From an optimization exercise on the open Yosys and OpenROAD flow, aimed at small area, a short achievable clock period and few clock cycles; shortcuts taken in it are not production practice. Function was not checked in any run shown here: the RTL went through the layout flow alone. Power is estimated from default activity; no workload was simulated.

==> flow/design.v, too long to show whole: its modules and the start of the top module <==
// module exponent: 3768 lines
// module exp_fa: 4 lines
// module exp_ha: 4 lines
module exponent (clock, reset_n, enable, x, a, p, ready);
  // ...
==> flow/run.sh <==
#!/bin/bash
# synth_recipe.tcl (not shown) runs the flow's synth.tcl, then flattens the netlist and writes it again
# the make line also repeats each setting of config.mk as NAME=value (left out here)
make -C /OpenROAD-flow-scripts/flow DESIGN_CONFIG=/design/flow/config.mk WORK_HOME=/design/flow/orfs CLKGATE_MAP_FILE= SYNTH_SCRIPT=/design/flow/synth_recipe.tcl finish
==> flow/config.mk <==
export PLATFORM = sky130hd
export DESIGN_NAME = exponent
export DESIGN_NICKNAME = exponent
export VERILOG_FILES = /design/flow/design.v
export SDC_FILE = /design/flow/constraint.sdc
export NUM_CORES = 4
export LEC_CHECK = 0
export CAP_MARGIN = 20
export CORE_MARGIN = 2
export CORE_UTILIZATION = 40
export PLACE_DENSITY = 0.6
export SETUP_SLACK_MARGIN = 3.5
export SLEW_MARGIN = 20
export SYNTH_HIERARCHICAL = 1
==> flow/constraint.sdc <==
create_clock -name core_clock -period 10.0 [get_ports {clock}]
set_input_delay 2.0000 -clock core_clock [delete_from_list [all_inputs] [get_ports {clock}]]
set_output_delay 2.0000 -clock core_clock [all_outputs]
set_load 0.01 [all_outputs]
==> flow_metrics.py, run 1 <==
metrics = {
    "logic_synthesis": {
        "syn-cell-area_um2": 21700,
        "synth_edf_count": 32,
        "synth_top_area_share_pct": 48.4,
        "synthSimpleGateAreaFrac_pct": 19.4,
        "synth_fa_ha_area_share_pct": 54.8,
    },
    "final_layout": {
        "nets": 2894,
        "sh_seq_area_pct": 8.83,
        "largest_cell_class": "multi-input gates",
    },
    "power_and_ir_drop": {
        "p_seq_share_pct": 6.0,
    },
    "setup_path": {
        "critPathKind": "in2reg",
        "cp.required_ns": 10.25,
        "start_kind": "input port",
        "crit_path_end_kind": "flop",
        "critPathMaxFanout": 5,
        "cp_common_cell": "fa_1",
        "endpoint": "b[28]",
    },
    "drt": {
        "drt-met1-wl_mm": 31.4,
        "drt-pass1-iter-count": 6,
        "drt_iter0_drc": 1490,
    },
    "clock_tree": {
        "cts_buffers": 9,
        "htree_levels": 3,
    },
    "global_routing": {
        "grt_util_all_layers_pct": 28.3,
        "antenna_found_initial": 3,
        "met1_usage_pct": 37.7,
        "top_usage_layer": "met2",
        "grtUsageMet3_pct": 5.84,
    },
    "status": {
        "status": "finished clean",
    },
    "timing": {
        "fin_setup_tns_ns": 0,
        "slew_viol_final": 0,
        "slew_headroom_pct": 25.7,
    },
    "worst_hold_path": {
        "hold_start": "e[9]",
        "whs_endpoint": "e[8]",
    },
    "floorplan": {
        "dieWidth_um": 237,
    },
}
==> inputs of run 2 (changes only) <==
--- a/flow/config.mk
+++ b/flow/config.mk
@@ -11,3 +11,3 @@
 export PLACE_DENSITY = 0.6
-export SETUP_SLACK_MARGIN = 3.5
+export SETUP_SLACK_MARGIN = 2.5
 export SLEW_MARGIN = 20
==> flow_metrics.py, run 2 <==
metrics = {
    "status": {
        "status": "finished clean",
    },
    "logic_synthesis": {
        "synth_nets": 2757,
        "synth.top_cells.by_count": "fa_1, and2_1, nor2_1",
        "ys_seq_area_share_pct": 10.3,
        "synth_edf_count": 32,
        "synth_top_area_share_pct": 48.4,
        "avgSynthCellArea_um2": 10.6,
        "synth_top_cells_by_area": "fa_1, and2_1, ha_1",
        "synth_top_area_cell": "fa_1",
        "syn-cell-area_um2": 21700,
        "syn_inst": 2054,
        "ys_types": 64,
        "synth_async_sr_flop_share_pct": 0,
        "ys_warn_count": 7,
        "synth.most_common_cell": "fa_1",
        "synth_ff_type": "dfxtp_1",
        "ys_ff_latch": 96,
    },
    "power_and_ir_drop": {
        "peakVddDrop_mv": 0.325,
        "power.total_mw": 8.15,
        "p_leak_nw": 11.4,
        "powerDensity_nw_per_um2": 340,
    },
    "placement": {
        "place_area_um2": 23500,
        "port_buffers": 99,
        "dpl_worst_slack_ns": 1.95,
        "dpl.hpwl_mm": 53.9,
        "place_congestion": 0.924,
    },
    "setup_path": {
        "rr_endpoint": "p[28]",
        "crit_path_end_kind": "flop",
        "ff2ff_setup_slack_ns": 2.95,
        "crit_arrival_ns": 7.60,
        "critPathKind": "in2reg",
        "reg2reg_from": "b[3]",
        "start_kind": "input port",
        "r2r_cells": 19,
        "cp.required_ns": 10.25,
        "critPathMaxFanout": 11,
    },
    "final_layout": {
        "nets": 2795,
        "area_growth_pct": 10.2,
        "largest_reg_flops": 32,
        "stdcell_area_um2": 23900,
        "multiInputGateArea_um2": 18900,
        "largestRegisters": "p: 32 flops, b: 31 flops, e: 31 flops",
        "top_register": "p",
        "drive_gt1_share_pct": 6.91,
        "antennaDiodeCount": 0,
        "seq_area_um2": 2250,
        "final.fill_count": 5062,
        "final_cell_mix": "fa_1, and2_1, nor2_1",
        "layout_commonest_cell": "fa_1",
    },
    "clock_tree": {
        "cts_buffer_depth": 2,
        "clkTransAtPathRegs_ns": 0.08,
        "cts-root-buf": "clkbuf_16",
        "cts_num_sinks": 96,
        "cts_buffers": 9,
        "cts_tree": "built",
        "clk_latency_ns": 0.37,
        "htree_levels": 3,
    },
    "worst_hold_path": {
        "whs_endpoint": "e[18]",
        "hp-class": "reg2reg",
        "hold_start": "e[19]",
        "hold_depth": 1,
    },
    "drt": {
        "wl_mm": 74.1,
        "drt_iter0_drc": 1451,
        "drc_errors": 0,
        "drt-pass1-iter-count": 5,
        "vias": 16192,
        "avgRoutedWirePerCell_um": 26.5,
        "antenna_left": 0,
        "post_drt_via_cell_ratio": 5.80,
    },
    "floorplan": {
        "die_h_um": 237,
        "rows": 85,
        "initial_core_util_pct": 40.4,
        "core-area_um2": 53800,
        "dieWidth_um": 237,
        "io_pins": 100,
        "die_area_um2": 56200,
    },
    "global_routing": {
        "grt_max_degree": 61,
        "grt_util_all_layers_pct": 26.9,
        "grt_pass1_vias": 17856,
        "grt.overflow.total": 0,
        "grt_pass1_wl_mm": 112,
        "antenna_found_initial": 0,
    },
    "timing": {
        "worst_pin_slew_ns": 1.09,
        "slew_viol_final": 0,
        "fin_crit_ns": 7.35,
        "slew_headroom_pct": 27.4,
        "fin_setup_tns_ns": 0,
        "finalSetupViolCount": 0,
        "fin_crit_sh_pct": 73.5,
        "whs_ns": 0.490,
        "skew_ns": 0.0103,
        "timing.final.ws_setup_ns": 2.65,
        "finalHoldViolations": 0,
        "fmax_mhz": 136,
        "rsz0062_at_grt": "yes",
    },
    "run": {
        "cap_violations": 0,
    },
}
## run 2: power breakdown
group          total [mW]  internal (mW)  switching, mW  leakage, nW
clock               0.360          0.179          0.181        0.150
sequential          0.578          0.475          0.103        0.831
combinational        7.21           3.20           4.01         10.4
## run 2: Yosys stat by module (local to each module, per instance)
| module | area (um^2) | cells |
|---|---|---|
| exp_ha | 12.5 | 1 |
| exp_fa | 20.0 | 1 |
| exponent | 10700 | 1480 |
## run 2: how the worst max path moves through the flow
stage                     start  endpoint  slack (ns)
after detailed placement  x[20]     b[31]        1.95
after global routing      x[20]     b[31]        2.41
after global placement    x[20]     b[31]        2.03
after CTS                  x[1]     b[31]        2.54
final                     x[20]     b[30]        2.65
after floorplan           x[14]     b[31]        3.09
## run 2: layer usage
| layer | routed length [um] | track usage, % |
|---|---|---|
| met1 | 30700 | 36.2 |
| met2 | 34400 | 43.1 |
| met3 | 6500 | 6.18 |
| met4 | 2560 | 8.92 |
| met5 | 0 | 0 |
## run 2: kinds of logic (layout without fill, tap and decap cells)
family / count (synthesis) / after routing / synth area share [%]
XOR/XNOR: 123 / 123 / 5.02
multiplexers: 30 / 30 / 1.55
adder cells (fa/ha/maj): 636 / 636 / 54.8
buffers and inverters: 169 / 212 / 3.09
AND/OR/NAND/NOR: 818 / 818 / 19.4
AO/OA/AOI/OAI: 182 / 182 / 5.88
flip-flops: 96 / 96 / 10.3
## run 2: critical path: stages
cell	delay, ns
clkdlybuf4s50_1	0.55
a21oi_2	0.66
nor2_1	0.15
fa_1	0.59
fa_1	0.45
fa_1	0.41
fa_1	0.53
fa_1	0.41
ha_1	0.33
nor2b_1	0.15
o21ai_0	0.20
o211ai_1	0.17
o2111ai_1	0.34
a31oi_1	0.22
a21oi_1	0.23
xor2_1	0.16
nor2_1	0.05
## run 2: metrics by stage
stage / utilization (%) / cells
global placement: 43.7 / 2770
finish: 44.5 / 2793
CTS: 44.3 / 2786
floorplan: - / 2054
detailed placement: 43.7 / 2770
global route: 44.5 / 2793
## run 2: cell type report
| cell class | count | share of cell area [%] |
|---|---|---|
| clock buffer | 9 | 0.940 |
| clock inverter | 7 | 0.340 |
| tap | 696 | 3.64 |
| sequential | 96 | 9.39 |
| timing repair buffer | 161 | 6.28 |
| inverter | 35 | 0.559 |
| multi-input combinational | 1789 | 78.9 |
## run 2: repair_timing
item	4_1_cts	5_1_grt
endpoints found under the hold margin	0	0
resized for setup	1	9
pin swaps	0	1
hold buffers	0	0
setup endpoints to repair	3	14
buffers inserted	0	6
==> inputs of run 3 (changes only) <==
--- a/flow/config.mk
+++ b/flow/config.mk
@@ -11,3 +11,3 @@
 export PLACE_DENSITY = 0.6
-export SETUP_SLACK_MARGIN = 2.5
+export SETUP_SLACK_MARGIN = 4.0
 export SLEW_MARGIN = 20
==> flow_metrics.py, run 3 <==
metrics = {
    "clock_tree": {
        "clkTransAtPathRegs_ns": 0.08,
        "clk_latency_ns": 0.38,
        "cts-root-buf": "clkbuf_16",
        "cts_tree": "built",
        "holdBufCountCts": 0,
        "htree_levels": 3,
        "cts_num_sinks": 96,
        "cts_buffers": 9,
        "cts_buffer_depth": 2,
    },
    "placement": {
        "place_area_um2": 23600,
        "port_buffers": 99,
        "dpl.hpwl_mm": 54.8,
        "dp.cells": 2761,
        "place_congestion": 0.913,
        "dpl_worst_slack_ns": 2.27,
    },
    "logic_synthesis": {
        "ys_seq_area_share_pct": 10.3,
        "avgSynthCellArea_um2": 10.6,
        "synth_edf_count": 32,
        "synth.top_cells.by_count": "fa_1, and2_1, nor2_1",
        "synth_fa_ha_area_share_pct": 54.8,
        "ys_warn_count": 7,
        "syn-cell-area_um2": 21700,
        "synth_top_area_share_pct": 48.4,
        "synth_top_family_by_area": "adder cells",
        "synth_async_sr_flop_share_pct": 0,
        "ys_types": 64,
        "syn_inst": 2054,
        "synth_mux_area_share_pct": 1.55,
        "synth_xor_area_share_pct": 5.02,
        "synth_top_area_cell": "fa_1",
        "synth_top_cells_by_area": "fa_1, and2_1, ha_1",
        "synthSimpleGateAreaFrac_pct": 19.4,
        "synth.most_common_cell": "fa_1",
        "synth_nets": 2757,
        "ys_ff_latch": 96,
        "synth_ff_type": "dfxtp_1",
        "synth-compound-area-share_pct": 5.88,
    },
    "power_and_ir_drop": {
        "power.total_mw": 10.7,
        "peakVddDrop_mv": 0.386,
        "powerDensity_nw_per_um2": 401,
        "p_leak_nw": 12.5,
    },
    "drt": {
        "antenna_left": 0,
        "drc_errors": 0,
        "post_drt_via_cell_ratio": 5.78,
        "drt_iter0_drc": 1704,
        "dr_wl_met2_mm": 36.5,
        "avgRoutedWirePerCell_um": 26.6,
        "drt-pass1-iter-count": 6,
        "wl_mm": 78.7,
        "top_layer_used": "met5",
        "wl_met3_mm": 7.99,
        "drt-met1-wl_mm": 31.4,
        "vias": 17114,
    },
    "setup_path": {
        "ff2ff_setup_slack_ns": 3.71,
        "cp.required_ns": 10.26,
        "rr_endpoint": "p[31]",
        "start_kind": "input port",
        "r2r_cells": 20,
        "cp-startpoint": "x[0]",
        "crit_arrival_ns": 6.71,
        "critPathMaxFanout": 10,
        "critPathKind": "in2reg",
        "crit_path_end_kind": "flop",
        "reg2reg_from": "p[16]",
    },
    "floorplan": {
        "dieWidth_um": 237,
        "io_pins": 100,
        "initial_core_util_pct": 40.4,
        "die_h_um": 237,
        "rows": 85,
        "die_area_um2": 56200,
        "core-area_um2": 53800,
    },
    "final_layout": {
        "fin_cells": 2960,
        "top_register": "p",
        "layout_commonest_cell": "fa_1",
        "largestRegisters": "p: 32 flops, b: 31 flops, e: 31 flops",
        "stdcell_area_um2": 26800,
        "utilization_pct": 49.7,
        "final_cell_mix": "fa_1, and2_1, nor2_1",
        "seq_area_um2": 2270,
        "nets": 2960,
        "drive_gt1_share_pct": 21.4,
        "area_growth_pct": 23.1,
        "final.fill_count": 4765,
        "largest_reg_flops": 32,
        "multiInputGateArea_um2": 19900,
    },
    "timing": {
        "slew_headroom_pct": 35.1,
        "worst_pin_slew_ns": 0.973,
        "whs_ns": 0.493,
        "slew_viol_final": 0,
        "fin_crit_sh_pct": 64.5,
        "fin_crit_ns": 6.45,
        "skew_ns": 0.0109,
        "rsz0062_at_grt": "yes",
        "fmax_mhz": 155,
        "timing.final.ws_setup_ns": 3.55,
        "finalHoldViolations": 0,
        "fin_setup_tns_ns": 0,
        "finalSetupViolCount": 0,
    },
    "global_routing": {
        "grt_pass1_wl_mm": 118,
        "grt_util_all_layers_pct": 28.5,
        "antenna_found_initial": 4,
        "grt.overflow.total": 0,
        "grt_pass1_vias": 18970,
        "grt_max_degree": 65,
    },
    "status": {
        "status": "finished clean",
    },
    "run": {
        "cap_violations": 0,
    },
    "worst_hold_path": {
        "hold_depth": 1,
        "hold_start": "e[30]",
        "whs_endpoint": "e[29]",
        "hp-class": "reg2reg",
    },
}
## run 3: cell counts after synthesis
Identical to the previous run, type by type.
## run 3: how the worst max path moves through the flow
stage | endpoint | depth (start not counted) | slack [ns]
6_report | b[31] | 21 | 3.55
5_1_grt | b[31] | 21 | 3.39
4_1_cts | b[31] | 19 | 3.61
3_5_place_dp | b[31] | 18 | 2.27
3_3_place_gp | b[31] | 18 | 2.33
2_1_floorplan | b[31] | 18 | 3.55
## run 3: power breakdown
group / switching (mW) / internal [mW] / total (mW) / leakage (nW)
registers: 0.101 / 0.477 / 0.578 / 0.836
logic: 5.11 / 4.68 / 9.78 / 11.5
clock network: 0.183 / 0.181 / 0.364 / 0.152
total: 5.39 / 5.33 / 10.7 / 12.5
## run 3: what timing repair did
item,4_1_cts,5_1_grt
cloned,8,3
setup endpoints to repair,33,23
pin swaps,90,87
setup buffers,132,38
gates resized for setup,256,96
## run 3: modules after synthesis, one instance, submodules excluded
module | area (um^2) | cells
exponent | 10700 | 1480
exp_fa | 20.0 | 1
exp_ha | 12.5 | 1
## run 3: cells by family (layout without fill, tap and decap cells)
logic type | Yosys count | after routing
adder cells (fa/ha/maj) | 636 | 636
flip-flops | 96 | 96
buffers and inverters | 169 | 373
multiplexers | 30 | 30
AO/OA/AOI/OAI | 182 | 185
XOR/XNOR | 123 | 123
other | 0 | 2
AND/OR/NAND/NOR | 818 | 819
## run 3: critical path, stage by stage
cell and delay (ns):
buf_6 0.10, a21oi_4 0.17, buf_4 0.14, buf_6 0.09, buf_4 0.11, buf_12 0.13
nor2_4 0.04, fa_2 0.38, fa_1 0.54, fa_1 0.45, fa_1 0.55, ha_4 0.30
nand4_1 0.17, nor2_1 0.19, nand3_2 0.16, a211oi_2 0.34, o2111ai_2 0.22, a31oi_4 0.29
a31oi_1 0.13, xnor2_1 0.16, nor2_1 0.05
## run 3: final cells by class
| class | count | area share [%] |
|---|---|---|
| multi-input cells | 1793 | 74.4 |
| well taps | 696 | 3.25 |
| clock buffers | 9 | 0.842 |
| repair buffers | 322 | 12.1 |
| diodes | 2 | 0.0187 |
| flip-flops and latches | 96 | 8.48 |
| inverters | 35 | 0.510 |
| clock inverters | 7 | 0.341 |
## run 3: routing by layer
layer,vias up,global-route usage [%]
li1,6963,-
met1,8871,37.5
met2,1051,45.8
met3,223,7.23
met4,6,10.1
met5,-,1.13
==> inputs of run 4 (changes only) <==
--- a/flow/config.mk
+++ b/flow/config.mk
@@ -9,5 +9,5 @@
 export CORE_MARGIN = 2
-export CORE_UTILIZATION = 40
-export PLACE_DENSITY = 0.6
-export SETUP_SLACK_MARGIN = 4.0
+export CORE_UTILIZATION = 60
+export PLACE_DENSITY = 0.75
+export SETUP_SLACK_MARGIN = 3.5
 export SLEW_MARGIN = 20
==> flow_metrics.py, run 4 <==
metrics = {
    "power_and_ir_drop": {
        "internal_power_mw": 4.65,
        "p_sw_share_pct": 52.0,
        "powerDensity_nw_per_um2": 380,
        "net-switching-power_mw": 5.05,
        "p_leak_nw": 12.3,
        "p_seq_share_pct": 5.9,
        "p_clk_share_pct": 3.5,
        "power.total_mw": 9.70,
        "peakVddDrop_mv": 0.497,
        "combinationalPowerShare_pct": 90.5,
    },
    "final_layout": {
        "nets": 2910,
        "stdcell_area_um2": 25500,
        "largestRegisters": "p: 32 flops, b: 31 flops, e: 31 flops",
        "layout_commonest_cell": "fa_1",
        "fin_cells": 2674,
        "drive_gt1_share_pct": 16.0,
        "top_register": "p",
        "area_growth_pct": 17.5,
        "utilization_pct": 71.6,
        "largest_reg_flops": 32,
        "final_cell_mix": "fa_1, and2_1, nor2_1",
    },
    "placement": {
        "place_congestion": 0.998,
        "dp.cells": 2533,
        "place_area_um2": 23200,
        "dpl.hpwl_mm": 50.3,
        "port_buffers": 99,
        "dpl_worst_slack_ns": 2.34,
    },
    "timing": {
        "whs_ns": 0.485,
        "finalSetupViolCount": 0,
        "timing.final.ws_setup_ns": 3.46,
        "fin_crit_sh_pct": 65.4,
        "slew_headroom_pct": 24.3,
        "fin_setup_tns_ns": 0,
        "worst_pin_slew_ns": 1.14,
        "fmax_mhz": 153,
        "fin_crit_ns": 6.54,
        "slew_viol_final": 0,
        "finalHoldViolations": 0,
        "skew_ns": 0.0179,
        "rsz0062_at_grt": "yes",
    },
    "setup_path": {
        "cp.required_ns": 10.24,
        "start_kind": "input port",
        "crit_path_end_kind": "flop",
        "rr_endpoint": "p[26]",
        "critPathMaxFanout": 10,
        "r2r_cells": 18,
        "reg2reg_from": "p[8]",
        "ff2ff_setup_slack_ns": 3.55,
        "crit_arrival_ns": 6.78,
        "critPathKind": "in2reg",
    },
    "clock_tree": {
        "cts_buffer_depth": 2,
        "htree_levels": 3,
        "clk_latency_ns": 0.37,
        "holdBufCountCts": 0,
        "cts_buffers": 9,
        "cts_num_sinks": 96,
        "cts_tree": "built",
        "clkTransAtPathRegs_ns": 0.07,
        "cts-root-buf": "clkbuf_16",
    },
    "floorplan": {
        "core-area_um2": 35700,
        "rows": 69,
        "die_area_um2": 37800,
        "die_h_um": 194,
        "dieWidth_um": 194,
        "initial_core_util_pct": 61.0,
        "io_pins": 100,
    },
    "logic_synthesis": {
        "synth_top_area_share_pct": 48.4,
        "synth_top_area_cell": "fa_1",
        "ys_warn_count": 7,
        "ys_ff_latch": 96,
        "ys_seq_area_share_pct": 10.3,
        "synth_edf_count": 32,
        "synth_top_cells_by_area": "fa_1, and2_1, ha_1",
        "avgSynthCellArea_um2": 10.6,
        "syn_inst": 2054,
        "synth.top_cells.by_count": "fa_1, and2_1, nor2_1",
        "synth_ff_type": "dfxtp_1",
        "ys_types": 64,
        "synth_nets": 2757,
        "synth.most_common_cell": "fa_1",
        "syn-cell-area_um2": 21700,
        "synth_async_sr_flop_share_pct": 0,
    },
    "global_routing": {
        "grt_pass1_wl_mm": 113,
        "grt.overflow.total": 0,
        "antenna_found_initial": 4,
        "grt_util_all_layers_pct": 40.0,
        "grt_pass1_vias": 18940,
        "grt_max_degree": 61,
    },
    "worst_hold_path": {
        "hold_start": "e[7]",
        "hold_depth": 1,
        "hp-class": "reg2reg",
        "whs_endpoint": "e[6]",
    },
    "drt": {
        "drc_errors": 0,
        "drt_iter0_drc": 1829,
        "avgRoutedWirePerCell_um": 28.3,
        "post_drt_via_cell_ratio": 6.60,
        "wl_mm": 75.6,
        "vias": 17643,
        "drt-pass1-iter-count": 22,
        "antenna_left": 0,
    },
    "run": {
        "cap_violations": 0,
    },
    "status": {
        "status": "finished clean",
    },
}
[run 4: area by class of cell]
| type | count | area [um^2] |
|---|---|---|
| Multi-Input combinational cell | 1789 | 19500 |
| Sequential cell | 96 | 2270 |
| Timing Repair Buffer | 276 | 2810 |
| Fill cell | 2467 | 10100 |
| Clock buffer | 12 | 246 |
| Antenna cell | 1 | 2.50 |
| Tap cell | 461 | 577 |
| Clock inverter | 4 | 27.5 |
| Inverter | 35 | 134 |
[run 4: per-module statistics from Yosys, one instance, submodules excluded]
module / cells / cell area, um^2 / flip-flops and latches
exp_fa: 1 / 20.0 / 0
exp_ha: 1 / 12.5 / 0
exponent: 1480 / 10700 / 96
[run 4: power by group through the flow]
| stage | registers [mW] | logic, mW | clock network (mW) |
|---|---|---|---|
| finish | 0.576 | 8.78 | 0.342 |
| detailed placement | 0.588 | 7.00 | 0 |
| floorplan | 0.518 | 5.32 | 0 |
| CTS | 0.572 | 7.64 | 0.340 |
| global route | 0.577 | 9.47 | 0.357 |
| global placement | 0.586 | 6.91 | 0 |
[run 4: what timing repair did]
item,CTS,global route
setup endpoints to repair,23,17
pin swaps,49,63
cloned,4,7
gates resized for setup,130,126
buffers inserted,80,33
endpoints found under the hold margin,0,0
[run 4: kinds of logic (layout without fill, tap and decap cells)]
logic type / after synthesis / count (layout) / synth area share, %
XOR/XNOR: 123 / 123 / 5.02
flip-flops: 96 / 96 / 10.3
AO/OA/AOI/OAI: 182 / 182 / 5.88
multiplexers: 30 / 30 / 1.55
other: 0 / 1 / 0
adder cells (fa/ha/maj): 636 / 636 / 54.8
buffers and inverters: 169 / 327 / 3.09
AND/OR/NAND/NOR: 818 / 818 / 19.4
[run 4: per-layer routing]
metal | GRT usage [%] | up-vias | share of wire, %
li1 | - | 6838 | -
met1 | 51.3 | 8923 | 35
met2 | 62.2 | 1495 | 45
met3 | 12.1 | 385 | 13
met4 | 19.9 | 2 | 6.3
met5 | 0 | - | 0.015
[run 4: worst max path at each step]
| stage | endpoint | cells past startpoint | startpoint |
|---|---|---|---|
| floorplan | b[31] | 18 | x[14] |
| global route | b[31] | 17 | x[18] |
| detailed placement | b[30] | 18 | x[2] |
| finish | b[31] | 19 | x[11] |
| global placement | b[31] | 16 | x[18] |
| CTS | b[30] | 16 | x[23] |
[run 4: worst max-delay path: stages]
cell and delay [ns]:
dlygate4sd2_1 0.27, a21oi_4 0.16, buf_4 0.18, buf_2 0.34, nor2_1 0.11, ha_1 0.32, fa_1 0.41, fa_1 0.53
fa_1 0.50, ha_1 0.38, nand4_1 0.12, nor2_1 0.21, nand3_2 0.17, a211oi_4 0.34, o2111ai_2 0.20, a31oi_4 0.22
a31oi_2 0.11, xnor2_1 0.17, nor2_1 0.05

-- static timing again, ports no longer ideal --
How much do the figures lean on ideal ports? The routed layouts below were timed once more, with nothing changed but the port constraints. Step 1: set_driving_cell puts a clkbuf_16 on clock and a buf_2 on each other input, an assumption about the parent block. Step 2 also shifts input and output timing later by t, the mid clock arrival at the registers, as if the neighbouring blocks saw the same clock. Slacks: no drivers / after step 1 / after step 2; pairs: no drivers / after step 1.
run | shift t [ns] | setup WS [ns] | worst data-port slew with drivers (ns)
run 1 | 0.405 | 3.435 / 3.443 / 3.038 | 0.06
run 2 | 0.405 | 2.654 / 2.677 / 2.272 | 0.05
run 3 | 0.434 | 3.549 / 3.575 / 3.140 | 0.06
run 4 | 0.412 | 3.457 / 3.415 / 3.003 | 0.13
After both steps setup and hold are still met in every run listed. For run 4, which loses most, drivers alone change the setup slack by -0.042 ns; drivers and shift together by -0.454 ns.
